This is an optimization exercise on Yosys and OpenROAD, whose aim is small area, a short achievable clock period and few clock cycles, not a production implementation.
Power figures rest on the tool's default switching activity, not on a simulated workload.

Setup of garnet:
==> module cpu, before the edit <==
module cpu(clk, reset_n, read_m1, address1, data1, read_m2, write_m2, address2, data2_in, data2_out, num_inst, output_port, is_halted);
	input clk;
	input reset_n;
	output read_m1;
	output [16-1:0] address1;
	output read_m2;
	output write_m2;
	output [16-1:0] address2;
	input [16-1:0] data1;
	input [16-1:0] data2_in;
	output [16-1:0] data2_out;
	output reg [16-1:0] num_inst;
	output reg [16-1:0] output_port;
	output is_halted;
	reg [15:0] pc;                  
	reg        dv;                  
	reg [15:0] di;                  
	reg        mv, m_we, m_ld, m_st, m_wwd, m_hlt;
	reg [1:0]  m_dst;
	reg [15:0] m_res;               
	reg [15:0] m_sd;                
	reg [15:0] r0, r1, r2, r3;
	assign read_m1 = 1'b1;
	assign address1 = pc;
	assign read_m2 = m_ld;
	assign write_m2 = m_st;
	assign address2 = m_res;
	assign data2_out = m_sd;
	assign is_halted = m_hlt;
	wire [3:0] op = di[15:12];
	wire [1:0] rs = di[11:10];
	wire [1:0] rt = di[9:8];
	wire [1:0] rd = di[7:6];
	wire [5:0] fn = di[5:0];
	wire [15:0] imm = {{8{di[7]}}, di[7:0]};
	wire op_br   = (op[3:2] == 2'b00);           
	wire op_adi  = (op == 4'd4);
	wire op_ori  = (op == 4'd5);
	wire op_lhi  = (op == 4'd6);
	wire op_lwd  = (op == 4'd7);
	wire op_swd  = (op == 4'd8);
	wire op_jal  = (op == 4'd10);
	wire op_r    = (op == 4'd15);
	wire r_alu   = op_r & ~fn[3];                
	wire r_spec  = op_r &  fn[3];                
	wire r_jpr   = r_spec & ~fn[2] & ~fn[1];
	wire r_jrl   = r_spec & ~fn[2] &  fn[1];
	wire r_wwd   = r_spec &  fn[2] & ~fn[0];
	wire r_hlt   = r_spec &  fn[2] &  fn[0];
	wire jr      = r_jpr | r_jrl;
	wire use_rs  = ~(op_lhi | op == 4'd9 | op_jal);
	wire use_rt  = (op_br & ~op[1]) | op_swd | (r_alu & ~fn[2]);
	wire we      = op_adi | op_ori | op_lhi | op_lwd | r_alu | op_jal | r_jrl;
	wire [1:0] dst = (op_jal | r_jrl) ? 2'd2 : op_r ? rd : rt;
	wire fwd_ok = mv & m_we & ~m_ld;
	wire [15:0] rf_a = rs[1] ? (rs[0] ? r3 : r2) : (rs[0] ? r1 : r0);
	wire [15:0] rf_b = rt[1] ? (rt[0] ? r3 : r2) : (rt[0] ? r1 : r0);
	wire [15:0] A = (fwd_ok && m_dst == rs) ? m_res : rf_a;
	wire [15:0] B = (fwd_ok && m_dst == rt) ? m_res : rf_b;
	wire stall = dv & mv & m_ld & ((use_rs && m_dst == rs) || (use_rt && m_dst == rt));
	wire d_hlt = dv & r_hlt;
	wire hold  = stall | d_hlt;
	wire issue = dv & ~hold;
	wire is_sub = r_alu & (fn[2:0] == 3'd1);
	wire is_tcp = r_alu & (fn[2:0] == 3'd5);
	wire [15:0] add_x = is_tcp ? ~A : A;
	wire [15:0] add_y = is_tcp ? 16'd0 : r_alu ? (is_sub ? ~B : B) : imm;
	wire [15:0] sum = add_x + add_y + {15'd0, is_sub | is_tcp};
	reg [15:0] res;
	always @(*) begin
		if (op_r) begin
			case (fn[2:0])
				3'd2: res = A & B;
				3'd3: res = A | B;
				3'd4: res = ~A;
				3'd6: res = {A[14:0], 1'b0};
				3'd7: res = {1'b0, A[15:1]};
				default: res = sum;
			endcase
			if (r_spec) res = fn[1] ? pc : A;         
		end
		else if (op_ori) res = A | imm;
		else if (op_lhi) res = {di[7:0], 8'h00};
		else if (op_jal) res = pc;
		else res = sum;
	end
	wire a_zero = (A == 16'd0);
	wire eq = (A == B);
	reg taken;
	always @(*) begin
		case (op[1:0])
			2'd0: taken = ~eq;
			2'd1: taken = eq;
			2'd2: taken = ~A[15] & ~a_zero;
			default: taken = A[15];
		endcase
	end
	wire [15:0] btarget = pc + imm;
	wire br_redirect = issue & op_br & taken & (di[7:0] != 8'd0);
	wire jr_redirect = issue & (jr | op_jal);
	wire redirect = br_redirect | jr_redirect;
	wire f_jump = (data1[15:12] == 4'd9);
	wire [15:0] pc_inc = pc + 16'd1;
	wire [15:0] pc_next = hold ? pc :
	                      br_redirect ? btarget :
	                      jr_redirect ? (op_jal ? {4'h0, di[11:0]} : A) :
	                      f_jump ? {4'h0, data1[11:0]} : pc_inc;
	always @(posedge clk) begin
		if (!reset_n) begin
			pc <= 16'd0;
			dv <= 1'b0;
			mv <= 1'b0;
			m_we <= 1'b0;
			m_ld <= 1'b0;
			m_st <= 1'b0;
			m_wwd <= 1'b0;
			m_hlt <= 1'b0;
			num_inst <= 16'd0;
			output_port <= 16'd0;
		end
		else begin
			pc <= pc_next;
			if (!hold)
				dv <= ~redirect;
			mv <= issue;
			m_we <= issue & we;
			m_ld <= issue & op_lwd;
			m_st <= issue & op_swd;
			m_wwd <= issue & r_wwd;
			m_hlt <= d_hlt;
			if (mv) num_inst <= num_inst + 16'd1;
			if (mv & m_wwd) output_port <= m_res;
		end
	end
	always @(posedge clk) begin
		if (!hold) begin
			di <= data1;
		end
		m_dst <= dst;
		m_res <= res;
		m_sd <= B;
	end
	wire [15:0] wd = reset_n ? (m_ld ? data2_in : m_res) : 16'd0;
	wire wr = m_we | ~reset_n;
	always @(posedge clk) begin
		if (wr && (m_dst == 2'd0 || !reset_n)) r0 <= wd;
		if (wr && (m_dst == 2'd1 || !reset_n)) r1 <= wd;
		if (wr && (m_dst == 2'd2 || !reset_n)) r2 <= wd;
		if (wr && (m_dst == 2'd3 || !reset_n)) r3 <= wd;
	end
endmodule
export LEC_CHECK = 0
export ABC_AREA = 1
export CAP_MARGIN = 20
export CORE_MARGIN = 2
export CORE_UTILIZATION = 40
export PLACE_DENSITY = 0.6
export SLEW_MARGIN = 20
create_clock -name core_clock -period 15.0 [get_ports {clk}]
standard.sh (not shown) runs the stock make flow with config.mk's settings and CLKGATE_MAP_FILE= SYNTH_SCRIPT=/design/flow/synth_recipe.tcl, a recipe that flattens the netlist after the stock synthesis.
==> flow/flow/run.sh <==
#!/bin/bash
# Standard ORFS layout; flow/args adds make variables (a larger SETUP_SLACK_MARGIN makes the
# resizer work on the critical paths even though the clock constraint is loose).
set -euo pipefail
bash standard.sh $(cat flow/args) finish > standard_flow.log 2>&1
==> flow/flow/args <==
SETUP_SLACK_MARGIN=11
diff inputs: garnet => willow
diff --git a/flow/design.v b/flow/design.v
--- a/flow/design.v
+++ b/flow/design.v
@@ -15,8 +15,9 @@
 	output is_halted;
 	reg [15:0] pc;                  
 	reg        dv;                  
 	reg [15:0] di;                  
+	reg [15:0] dpc1;                
 	reg        mv, m_we, m_ld, m_st, m_wwd, m_hlt;
 	reg [1:0]  m_dst;
 	reg [15:0] m_res;               
 	reg [15:0] m_sd;                
@@ -77,13 +78,13 @@
 				3'd6: res = {A[14:0], 1'b0};
 				3'd7: res = {1'b0, A[15:1]};
 				default: res = sum;
 			endcase
-			if (r_spec) res = fn[1] ? pc : A;         
+			if (r_spec) res = fn[1] ? dpc1 : A;       
 		end
 		else if (op_ori) res = A | imm;
 		else if (op_lhi) res = {di[7:0], 8'h00};
-		else if (op_jal) res = pc;
+		else if (op_jal) res = dpc1;
 		else res = sum;
 	end
 	wire a_zero = (A == 16'd0);
 	wire eq = (A == B);
@@ -95,17 +96,17 @@
 			2'd2: taken = ~A[15] & ~a_zero;
 			default: taken = A[15];
 		endcase
 	end
-	wire [15:0] btarget = pc + imm;
+	wire [15:0] btarget = dpc1 + imm;
 	wire br_redirect = issue & op_br & taken & (di[7:0] != 8'd0);
-	wire jr_redirect = issue & (jr | op_jal);
+	wire jr_redirect = issue & jr;
 	wire redirect = br_redirect | jr_redirect;
-	wire f_jump = (data1[15:12] == 4'd9);
+	wire f_jump = (data1[15:12] == 4'd9) | (data1[15:12] == 4'd10);
 	wire [15:0] pc_inc = pc + 16'd1;
 	wire [15:0] pc_next = hold ? pc :
 	                      br_redirect ? btarget :
-	                      jr_redirect ? (op_jal ? {4'h0, di[11:0]} : A) :
+	                      jr_redirect ? A :
 	                      f_jump ? {4'h0, data1[11:0]} : pc_inc;
 	always @(posedge clk) begin
 		if (!reset_n) begin
 			pc <= 16'd0;
@@ -117,36 +118,35 @@
 			m_wwd <= 1'b0;
 			m_hlt <= 1'b0;
 			num_inst <= 16'd0;
 			output_port <= 16'd0;
+			r0 <= 16'd0; r1 <= 16'd0; r2 <= 16'd0; r3 <= 16'd0;
 		end
 		else begin
 			pc <= pc_next;
-			if (!hold)
+			if (!hold) begin
 				dv <= ~redirect;
+				di <= data1;
+				dpc1 <= pc_inc;
+			end
 			mv <= issue;
 			m_we <= issue & we;
 			m_ld <= issue & op_lwd;
 			m_st <= issue & op_swd;
 			m_wwd <= issue & r_wwd;
 			m_hlt <= d_hlt;
+			m_dst <= dst;
+			m_res <= res;
+			m_sd <= B;
+			if (mv & m_we) begin
+				case (m_dst)
+					2'd0: r0 <= m_ld ? data2_in : m_res;
+					2'd1: r1 <= m_ld ? data2_in : m_res;
+					2'd2: r2 <= m_ld ? data2_in : m_res;
+					2'd3: r3 <= m_ld ? data2_in : m_res;
+				endcase
+			end
 			if (mv) num_inst <= num_inst + 16'd1;
 			if (mv & m_wwd) output_port <= m_res;
 		end
 	end
-	always @(posedge clk) begin
-		if (!hold) begin
-			di <= data1;
-		end
-		m_dst <= dst;
-		m_res <= res;
-		m_sd <= B;
-	end
-	wire [15:0] wd = reset_n ? (m_ld ? data2_in : m_res) : 16'd0;
-	wire wr = m_we | ~reset_n;
-	always @(posedge clk) begin
-		if (wr && (m_dst == 2'd0 || !reset_n)) r0 <= wd;
-		if (wr && (m_dst == 2'd1 || !reset_n)) r1 <= wd;
-		if (wr && (m_dst == 2'd2 || !reset_n)) r2 <= wd;
-		if (wr && (m_dst == 2'd3 || !reset_n)) r3 <= wd;
-	end
 endmodule
Findings:
- The combinational power share of willow falls short of that of garnet by 8.4 points.
- Placer congestion estimate (lower): garnet
- Of willow and garnet, it is willow that has the lower area growth from synthesis to final layout.
- Met3 layer wire length in the routed design (willow over garnet): decrease, 850 um
- willow -> garnet: logic depth of the worst setup path including buffers delta 0, exact match
- garnet -> willow: clock tree buffer count of the final layout delta 0, exact match
- [compare] base=garnet new=willow: final non-filler cell area rose about 5.5%; final worst hold slack fell 0.023 ns.
- Diff garnet -> willow: share of total power consumed by net switching now sits lower, setup slack went down by 0.19 ns, number of global-route vias before repair moved up, die height has increased, total routing usage reported by global routing dropped 1.0 points.
- willow ended up with more standard cells than garnet.
No run of this note included a check of the RTL's function; only the layout flow was run.

==> afterwards: timing with drivers on the ports <==
Ports are ideal in the flow. The routed layouts listed here were re-timed in OpenROAD. Step 1, drivers: a clkbuf_16 drives clk and a buf_2 each remaining input, both assumed. Step 2 also shifts input and output timing later by t, the mid clock arrival at the registers, as if the neighbouring blocks saw the same clock. a / b / c = ideal ports / drivers / drivers and shift; a / b = the first two.
run	t (ns)	setup slack, ns	pins driven straight from the clock port
garnet	0.491	10.998 / 10.947 / 10.657	1
willow	0.517	10.809 / 10.754 / 10.554	1
After both steps setup and hold are still met in every run listed. For garnet, which loses most, drivers alone change the setup slack by -0.051 ns; drivers and shift together by -0.341 ns.
